This design comes from an exercise in tuning for small area, a short achievable clock period and few clock cycles per item on the open sky130 flow, not from production work. Where RTL was checked, it was by simulation tests only, not by an equivalence proof against the original. Power figures rest on the tool's default switching activity, not on a simulated workload.

Setup of run 1:
==> flow/design.v (excerpt) <==
module led_serial
   (
    clk,
    reset,
    keyi,
    datai,
    dataq,
    start,
    done);
   input          clk;
   input          reset;
   input  [127:0] keyi;
   input  [ 63:0] datai;
   output [ 63:0] dataq;
   input          start;
   output         done;
   wire [127:0] g, gx;
   rng u_rng (.clk(clk), .reset(reset), .o(g), .x(gx));
   reg        done_r;    
   reg        lk2;       
   reg        gph;       
   reg        fph;       
   reg        fin;       
   reg  [5:0] rc;        
   reg  [1:0] rs;        
   reg        kp;        
   reg        aka;       
   reg        akb;       
   wire go   = done_r & start;
   wire last = (rc == 6'h04);       
   wire stp  = fph & ~last & (rs == 2'h3);    
   always @(posedge clk, posedge reset)
     if (reset) begin
        done_r <= 1'b1;
        lk2    <= 1'b0;
        gph    <= 1'b0;
        fph    <= 1'b0;
        fin    <= 1'b0;
        rc     <= 6'h0;
        rs     <= 2'h0;
        kp     <= 1'b0;
        aka    <= 1'b0;
        akb    <= 1'b0;
     end else begin
        done_r <= (done_r & ~start) | fin;
        lk2    <= go;
        gph    <= lk2 | (fph & ~last);
        fph    <= gph;
        fin    <= fph & last;
        aka    <= stp & ~kp;
        akb    <= lk2 | (stp & kp) | (fph & last);
        if (lk2) begin
           rc <= 6'h1;
           rs <= 2'h0;
           kp <= 1'b0;
        end else if (fph) begin
           rc <= {rc[4:0], ~(rc[5] ^ rc[4])};
           rs <= rs + 2'h1;
           if (rs == 2'h3) kp <= ~kp;
        end
     end
   assign done = done_r;
   reg  [63:0] ka0, ka1, kb0, kb1;
   wire        kload = go | lk2;
   wire [63:0] kin   = lk2 ? keyi[63:0] : keyi[127:64];
   always @(posedge clk) begin
      ka0 <= kload ? (kin ^ g[127:64]) : kb0;
      ka1 <= kload ? g[127:64]         : kb1;
      kb0 <= ka0;
      kb1 <= ka1;
   end
   reg  [63:0] s0, s1;
   wire [63:0] k0  = ({64{aka}} & ka0) | ({64{akb}} & kb0);
  ...
make LEC_CHECK=0 CAP_MARGIN=20 CORE_MARGIN=2 CORE_UTILIZATION=40 PLACE_DENSITY=0.6 SETUP_SLACK_MARGIN=3.5 SLEW_MARGIN=20 finish   # period 6.0 ns
run.sh (not shown) runs the stock make flow with config.mk's settings and CLKGATE_MAP_FILE= SYNTH_SCRIPT=/design/flow/synth_recipe.tcl, a recipe that flattens the netlist after the stock synthesis.
Setup changes, run 1 to run 2
# run 1
export LEC_CHECK = 0
export CAP_MARGIN = 20
export CORE_MARGIN = 2
export CORE_UTILIZATION = 40
export PLACE_DENSITY = 0.6
export SETUP_SLACK_MARGIN = 3.5
export SLEW_MARGIN = 20
create_clock -name core_clock -period 6.0 [get_ports {clk}]
# run 2
export LEC_CHECK = 0
export CAP_MARGIN = 20
export CORE_MARGIN = 2
export CORE_UTILIZATION = 40
export PLACE_DENSITY = 0.6
export SETUP_SLACK_MARGIN = 3.0
export SLEW_MARGIN = 20
create_clock -name core_clock -period 6.0 [get_ports {clk}]
--- outcome ---
- Layout clock buffer count in run 2 is 8 above run 1.
- Compared with run 1, run 2 shows a switching power total that is about 3% lower.
- Per the comparison of run 2 with run 1, post-CTS resize count went down; share of layout cells above drive strength 1 went down; clock share of power went down; ratio of total power to cell area went up; routing usage on met2 went down.
Input-level comparison between run 3 and run 2:
# run 2
export LEC_CHECK = 0
export CAP_MARGIN = 20
export CORE_MARGIN = 2
export CORE_UTILIZATION = 40
export PLACE_DENSITY = 0.6
export SETUP_SLACK_MARGIN = 3.0
export SLEW_MARGIN = 20
create_clock -name core_clock -period 6.0 [get_ports {clk}]
# run 3
export LEC_CHECK = 0
export CAP_MARGIN = 20
export CORE_MARGIN = 2
export CORE_UTILIZATION = 40
export PLACE_DENSITY = 0.6
export SETUP_SLACK_MARGIN = 2.5
export SLEW_MARGIN = 20
create_clock -name core_clock -period 6.0 [get_ports {clk}]
==> comparison <==
Comparing combinational power for run 2 and run 3, the smaller number came from run 3. Compared with run 2, in run 3 switching power up 0.87%, global placement routability congestion up about 1.7%, number of cells in the finished layout apart from fillers down 311, via count down 2359. The more densely filled core belongs to run 2, not run 3. For run 3, the uppermost signal routing layer after detailed routing was met4, unlike run 2, where it was met5. Total number of multi-input combinational cells delta (run 3 -> run 2): insignificant. Note that the post-layout instance area recorded for run 3 amounts to 0.893 times the value seen in run 2. The critical path depth of run 3 falls short of that of run 2 by 3. Compared run 2 against run 3; power within noise. Run 3 leaves less setup margin than run 2.
No functional check of the RTL was part of any run of this note.

---

Another version of the RTL of led_serial (not shown whole).
Size: about 4800 cells after synthesis, ~780 flip-flops, roughly 260 I/O pins, about 46000 µm² of cells after synthesis.
export LEC_CHECK = 0
export CAP_MARGIN = 20
export CORE_MARGIN = 2
export CORE_UTILIZATION = 40
export CTS_CLUSTER_DIAMETER = 100
export CTS_CLUSTER_SIZE = 24
export PLACE_DENSITY = 0.6
export SETUP_SLACK_MARGIN = 2.5
export SLEW_MARGIN = 20
create_clock -name core_clock -period 6.0 [get_ports {clk}]
The baseline finished with timing, DRC and antenna clean.
Testbench counts at the start, summed over its fixed seeds: cycles 4,704, items 48.
Rerun with:
- CORE_UTILIZATION: 40 -> 60
- PLACE_DENSITY: 0.6 -> 0.75
The changed run finished clean.
Design area is lower by 1.9%.
Utilization is higher by 22 points.
Hold slack improves by 4.1 ps.
Critical path depth does not change.
Power is lower by 3.7%.
Via count is higher by 1.4%.
Sequential power stays flat.
Clock power is lower by 9.7%.
Register-to-register slack improves by 60 ps.
First-iteration DRC count is higher by 24%.
Rerun with:
- CORE_UTILIZATION: 60 -> 55
- CTS_CLUSTER_DIAMETER: 100 -> 90
- CTS_CLUSTER_SIZE: 24 -> 20
- PLACE_DENSITY: 0.75 -> 0.7
=> The new run passed the timing, DRC and antenna checks; non-clock buffer count rises by 13; via count rises by 0.33%; core utilization decreases by 5.4 points; wire length came out higher by 2.2%.
Rerun with:
==> flow/flow/run.sh (new file) <==
#!/bin/bash
set -euo pipefail
export REMOVE_ABC_BUFFERS=1
bash standard.sh synth > synth.log 2>&1
bash standard.sh > layout.log 2>&1
==> flow/standard.sh (new file) <==
#!/bin/bash
# synth_recipe.tcl (not shown) runs the flow's synth.tcl, then flattens the netlist and writes it again
# the make line also repeats each setting of config.mk as NAME=value (left out here)
make -C /OpenROAD-flow-scripts/flow DESIGN_CONFIG=/design/flow/config.mk WORK_HOME=/design/flow/orfs CLKGATE_MAP_FILE= SYNTH_SCRIPT=/design/flow/synth_recipe.tcl "${@:-finish}"
- CORE_UTILIZATION: 55 -> 60
- CTS_CLUSTER_DIAMETER: 90 -> 100
- CTS_CLUSTER_SIZE: 20 -> 24
- PLACE_DENSITY: 0.7 -> 0.75
removed: flow/run.sh
- clock-buffer cell count shrinks by 8
- synthesized cell count stays the same
- cell area came out lower by 0.87%
- wire length falls by 5.0%
- via count goes down by 1.0%
- synthesized area does not change
- worst hold slack is worse by 4.2 ps
- power went down by 3.8%

---

## v9
The RTL this note starts from:
==> flow/design.v <==
module rng(clk, reset, o, x);
   input clk;
   input reset;
   output [127:0] o;
   output [127:0] x;
   localparam [127:0] RULE150 = 128'b00000000000000000001000000000000000000000000000000000000000000000000000000000000000000000000000100000000100000000000000000000000;
   localparam [127:0] SEED    = 128'h9e3779b97f4a7c15f39cc0605cedc835;
   reg  [127:0] s;
   assign x = {s[126:0], 1'b0} ^ {1'b0, s[127:1]};
   always @(posedge clk, posedge reset)
     if (reset) s <= SEED;
     else       s <= x ^ (s & RULE150);
   assign o = s;
endmodule
module sbox_g(a, b, m3, m4, n1, y1, y2, y3);
   input  [3:0] a;       
   input  [3:0] b;       
   input  [3:0] m3, m4;  
   input  [3:0] n1;      
   output [3:0] y1, y2, y3;
   wire [3:0] n2 = a ^ m4;
   wire [3:0] n3 = b ^ m3;
   function [3:0] H;
      input [3:0] p;
      input [3:0] q;
      reg ap, aq;
      begin
         ap = p[2] ^ p[1];
         aq = q[2] ^ q[1];
         H[3] = ap ^ p[0];
         H[2] = ap;
         H[1] = p[3] ^ p[1] ^ (ap & (p[0] ^ q[0])) ^ (aq & p[0]);
         H[0] = p[0] ^ (p[3] & (ap ^ aq)) ^ (q[3] & ap) ^
                (p[2] & (p[1] ^ q[1])) ^ (q[2] & p[1]);
      end
   endfunction
   assign y1 = H(n2, n3) ^ 4'b0111;
   assign y2 = H(n3, n1);
   assign y3 = H(n1, n2);
endmodule
module sbox_f(y1, y2, y3, a, b);
   input  [3:0] y1, y2, y3;
   output [3:0] a, b;
   function [3:0] K;
      input [3:0] p;
      input [3:0] q;
      reg t, u;
      begin
         t = p[0] ^ q[0];
         u = (p[3] & t) ^ (q[3] & p[0]);
         K[1] = p[2] ^ p[1] ^ u;
         K[3] = p[2] ^ p[1] ^ p[0] ^ u;
         K[2] = p[3] ^ (p[1] & t) ^ (q[1] & p[0]);
         K[0] = p[1] ^ (p[2] & t) ^ (q[2] & p[0]);
      end
   endfunction
   assign a = K(y3, y2);
   assign b = K(y1, y3) ^ K(y2, y1);
endmodule
module led_serial
   (
    clk,
    reset,
    keyi,
    datai,
    dataq,
    start,
    done);
   input          clk;
   input          reset;
   input  [127:0] keyi;
   input  [ 63:0] datai;
   output [ 63:0] dataq;
   input          start;
   output         done;
   wire [127:0] g, gx;
   rng u_rng (.clk(clk), .reset(reset), .o(g), .x(gx));
   reg        done_r;    
   reg        first;     
   reg        gph;       
   reg        fph;       
   reg        fin;       
   reg  [5:0] rc;        
   reg  [1:0] rs;        
   reg        ak;        
   wire go   = done_r & start;
   wire last = (rc == 6'h04);       
   wire stp  = fph & ~last & (rs == 2'h3);    
   always @(posedge clk, posedge reset)
     if (reset) begin
        done_r <= 1'b1;
        first  <= 1'b0;
        gph    <= 1'b0;
        fph    <= 1'b0;
        fin    <= 1'b0;
        rc     <= 6'h0;
        rs     <= 2'h0;
        ak     <= 1'b0;
     end else begin
        done_r <= (done_r & ~start) | fin;
        first  <= go;
        gph    <= go | (fph & ~last);
        fph    <= gph;
        fin    <= fph & last;
        ak     <= go | stp | (fph & last);
        if (go) begin
           rc <= 6'h1;
           rs <= 2'h0;
        end else if (fph) begin
           rc <= {rc[4:0], ~(rc[5] ^ rc[4])};
           rs <= rs + 2'h1;
        end
     end
   assign done = done_r;
   reg  [127:0] kr0, kr1;
   always @(posedge clk) begin
      kr0 <= done_r ? (keyi ^ g) : {kr0[119:0], kr0[127:120]};
      kr1 <= done_r ? g          : {kr1[119:0], kr1[127:120]};
   end
   reg  [63:0] s0, s1;
   wire [63:0] u0  = first ? datai : s0;
   wire [63:0] u1  = s1 & {64{~first}};
   wire [63:0] k0  = {64{ak}} & kr0[127:64];
   wire [63:0] k1  = {64{ak}} & kr1[127:64];
   wire [5:0]  rcg = gph ? rc : 6'h0;
   reg  [63:0] ac;
   always @(*) begin
      ac = 64'h0;
      ac[63-4*(0) -: 4]  = {gph, 3'b000};
      ac[63-4*(1) -: 4]  = {1'b0, rcg[5:3]};
      ac[63-4*(4) -: 4]  = {gph, 2'b00, gph};
      ac[63-4*(5) -: 4]  = {1'b0, rcg[2:0]};
      ac[63-4*(8) -: 4]  = {2'b00, gph, 1'b0};
      ac[63-4*(9) -: 4]  = {1'b0, rcg[5:3]};
      ac[63-4*(12) -: 4] = {2'b00, gph, gph};
      ac[63-4*(13) -: 4] = {1'b0, rcg[2:0]};
   end
   wire [63:0] t0  = u0 ^ k0 ^ ac;
   wire [63:0] t1  = u1 ^ k1;
   reg  [63:0] y1, y2, y3;
   wire [63:0] y1n, y2n, y3n;
   wire [63:0] f0, f1;
   genvar i;
   generate
      for (i = 0; i < 16; i = i + 1) begin : sb
         sbox_g ug (.a(t0[63-4*(i) -: 4]), .b(t1[63-4*(i) -: 4]),
                    .m4({g[8*i+0], g[8*i+1], g[8*i+4], g[8*i+5]}),
                    .m3({g[8*i+2], g[8*i+3], g[8*i+6], g[8*i+7]}),
                    .n1({gx[8*i+1], gx[8*i+2], gx[8*i+5], gx[8*i+6]}),
                    .y1(y1n[63-4*(i) -: 4]), .y2(y2n[63-4*(i) -: 4]), .y3(y3n[63-4*(i) -: 4]));
         sbox_f uf (.y1(y1[63-4*(i) -: 4]), .y2(y2[63-4*(i) -: 4]), .y3(y3[63-4*(i) -: 4]),
                    .a(f0[63-4*(i) -: 4]), .b(f1[63-4*(i) -: 4]));
      end
   endgenerate
   always @(posedge clk) begin
      y1 <= y1n;
      y2 <= y2n;
      y3 <= y3n;
   end
   function [3:0] gm2;
      input [3:0] d;
      gm2 = {d[2], d[1], d[3] ^ d[0], d[3]};
   endfunction
   function [63:0] srmc;
      input [63:0] x;
      reg [3:0] c0, c1, c2, c3, n;
      integer j, k;
      begin
         srmc = 64'h0;
         for (j = 0; j < 4; j = j + 1) begin
            c0 = x[63-4*(j) -: 4];
            c1 = x[63-4*(4 + ((j + 1) % 4)) -: 4];
            c2 = x[63-4*(8 + ((j + 2) % 4)) -: 4];
            c3 = x[63-4*(12 + ((j + 3) % 4)) -: 4];
            for (k = 0; k < 4; k = k + 1) begin
               n = gm2(gm2(c0)) ^ c1 ^ gm2(c2) ^ gm2(c3);
               c0 = c1; c1 = c2; c2 = c3; c3 = n;
            end
            srmc[63-4*(j) -: 4]      = c0;
            srmc[63-4*(4 + j) -: 4]  = c1;
            srmc[63-4*(8 + j) -: 4]  = c2;
            srmc[63-4*(12 + j) -: 4] = c3;
         end
      end
   endfunction
   always @(posedge clk) begin
      s0 <= srmc(f0);
      s1 <= srmc(f1);
   end
   reg [63:0] dq;
   always @(posedge clk)
     if (fin) dq <= t0 ^ t1;
   assign dataq = dq;
endmodule
make LEC_CHECK=0 CAP_MARGIN=20 CORE_MARGIN=2 CORE_UTILIZATION=60 CTS_CLUSTER_DIAMETER=80 CTS_CLUSTER_SIZE=20 GPL_ROUTABILITY_DRIVEN=0 PLACE_DENSITY=0.75 SETUP_SLACK_MARGIN=2.8 SLEW_MARGIN=20 finish   # period 6.0 ns
Stock flow here: none of the scripts above is used.
v9 completed; timing, DRC and antenna clean
Testbench counts of v9, summed over its fixed seeds: cycles 4,704, items 48.
What v14 does differently from v9 at the input level:
Settings: swapping 80 for 100 in CTS_CLUSTER_DIAMETER; swapping 2.8 for 3.2 in SETUP_SLACK_MARGIN; swapping 20 for 24 in CTS_CLUSTER_SIZE; clearing GPL_ROUTABILITY_DRIVEN, which used to be 0.
[summary]
v14 does better than v9 on slack of the worst reg-to-reg path.
v14: switching part of the total is 0.20 points higher than what v9 reported.
Vias: v14 more than v9
~same final antenna-violating net count in v14 and v9
Delta (v14 minus v9): routed wirelength normalized by instance count moved up, number of buffers inserted during clock tree synthesis -17%, area growth from synthesis to layout increased 12 points.
Per the comparison of v14 with v9, power now smaller, initial antenna violation count shows an increase of 2.

---

Setup of build 28:
// led_serial: RTL as listed in full above, without the edits since
Settings: LEC_CHECK=0, CAP_MARGIN=20, CORE_MARGIN=2, CORE_UTILIZATION=60, CTS_CLUSTER_DIAMETER=100, CTS_CLUSTER_SIZE=24, PLACE_DENSITY=0.75, SETUP_SLACK_MARGIN=2.65, SLEW_MARGIN=20; clock period 6.0 ns.
Every stage of the flow completed for build 28, and the final layout passed the timing, DRC and antenna checks.
Testbench counts of build 28, summed over its fixed seeds: cycles 4,704, items 48.
Modified inputs, build 64 compared to build 28
diff --git a/flow/config.mk b/flow/config.mk
--- a/flow/config.mk
+++ b/flow/config.mk
@@ -8,8 +8,8 @@
 export CAP_MARGIN = 20
 export CORE_MARGIN = 2
-export CORE_UTILIZATION = 60
+export CORE_UTILIZATION = 70
 export CTS_CLUSTER_DIAMETER = 100
 export CTS_CLUSTER_SIZE = 24
-export PLACE_DENSITY = 0.75
-export SETUP_SLACK_MARGIN = 2.65
+export PLACE_DENSITY = 0.85
+export SETUP_SLACK_MARGIN = 2.8
 export SLEW_MARGIN = 20
[summary]
Looking at power across both flows, build 64 is the stronger of the two, with build 28 trailing. Taking build 28 as the reference point, the period utilization of build 64 falls by 1.2 points. On build 64: via count of the first global-routing pass is about 5% higher than what build 28 gave.
Modified inputs, build 7 compared to build 64
diff --git a/flow/config.mk b/flow/config.mk
--- a/flow/config.mk
+++ b/flow/config.mk
@@ -8,8 +8,8 @@
 export CAP_MARGIN = 20
 export CORE_MARGIN = 2
-export CORE_UTILIZATION = 70
+export CORE_UTILIZATION = 60
 export CTS_CLUSTER_DIAMETER = 100
 export CTS_CLUSTER_SIZE = 24
-export PLACE_DENSITY = 0.85
-export SETUP_SLACK_MARGIN = 2.8
+export PLACE_DENSITY = 0.75
+export SETUP_SLACK_MARGIN = 2.5
 export SLEW_MARGIN = 20
==> results.txt <==
Register share of total power: build 7 vs build 64 down 0.3 points
Worst setup path startpoint = y2[8]: build 64; worst setup path startpoint = y1[40]: build 7
Share of total power in the clock network: lower on build 64
Going from build 64 to build 7, total core area grew by about 16%, total number of placement rows grew by 7.
Reported for build 7 and build 64, sequential cell count turned out identical to the last digit.
For count of plain and timing-repair buffers in the layout, dividing the value from build 64 by the value from build 7 gives 1.16.
Final instance count without filler cells (higher): build 7
Across both runs, global-route usage was lower for build 7 than for build 64.
> inputs changed (build 7 -> build 26)
diff --git a/flow/config.mk b/flow/config.mk
--- a/flow/config.mk
+++ b/flow/config.mk
@@ -12,4 +12,4 @@
 export CTS_CLUSTER_SIZE = 24
 export PLACE_DENSITY = 0.75
-export SETUP_SLACK_MARGIN = 2.5
+export SETUP_SLACK_MARGIN = 3.0
 export SLEW_MARGIN = 20
[summary]
- Compared with build 7, build 26 is the less power-hungry design.
- Relative to build 7, post-cts sizing count increased by 235 in build 26.
- Build 26 -> build 7: clock-buffer cell count delta 0, exact match
- Of the two candidates, build 7 has the better wire length and build 26 the worse one.
- Delta (build 26 minus build 7): total stage count of the critical path decreased by 1 relative to the old numbers, total number of vias increased by 1292 relative to the old numbers, post-DP HPWL closely matched the old numbers.
- Build 26 ended with every stage complete and zero timing, DRC or antenna violations.
- Compared to build 7, build 26 has wire length of the first global-routing pass 4900 um higher.

-- afterwards: timing with drivers on the ports --
Ports are ideal in the flow. The routed layouts listed here were re-timed in OpenROAD.
Step 1: set_driving_cell puts a clkbuf_16 on clk and a buf_2 on each other input, an assumption about the parent block.
Step 2 times the ports against the registers' clock, not the clock port: input delays grow and output delays shrink by t, the midpoint of the rising clock arrivals with the driver on.
Slacks: ideal / step 1 / step 2; pairs: ideal / step 1.
run	shift t [ns]	setup slack, ns	worst setup path after step 2
run 1	0.744	2.832 / 2.832 / 2.832	register to register
run 2	0.744	2.753 / 2.753 / 2.282	input to register
run 3	0.739	2.542 / 2.542 / 2.057	input to register
the first run of note 2	0.720	2.498 / 2.498 / 2.054	input to register
the second run of note 2	0.681	2.555 / 2.515 / 2.078	input to register
the third run of note 2	0.689	2.616 / 2.618 / 1.968	input to register
the fourth run of note 2	0.674	2.541 / 2.541 / 2.031	input to register
v9	0.694	2.838 / 2.838 / 2.200	input to register
v14	0.685	2.968 / 2.968 / 2.584	input to register
build 28	0.679	2.701 / 2.701 / 2.089	input to register
build 64	0.681	2.774 / 2.774 / 2.260	input to register
build 7	0.677	2.585 / 2.585 / 1.933	input to register
build 26	0.678	2.936 / 2.936 / 2.402	input to register
After both steps setup and hold are still met in every run listed. For build 7, which loses most, drivers alone change the setup slack by 0.000 ns; drivers and shift together by -0.652 ns.
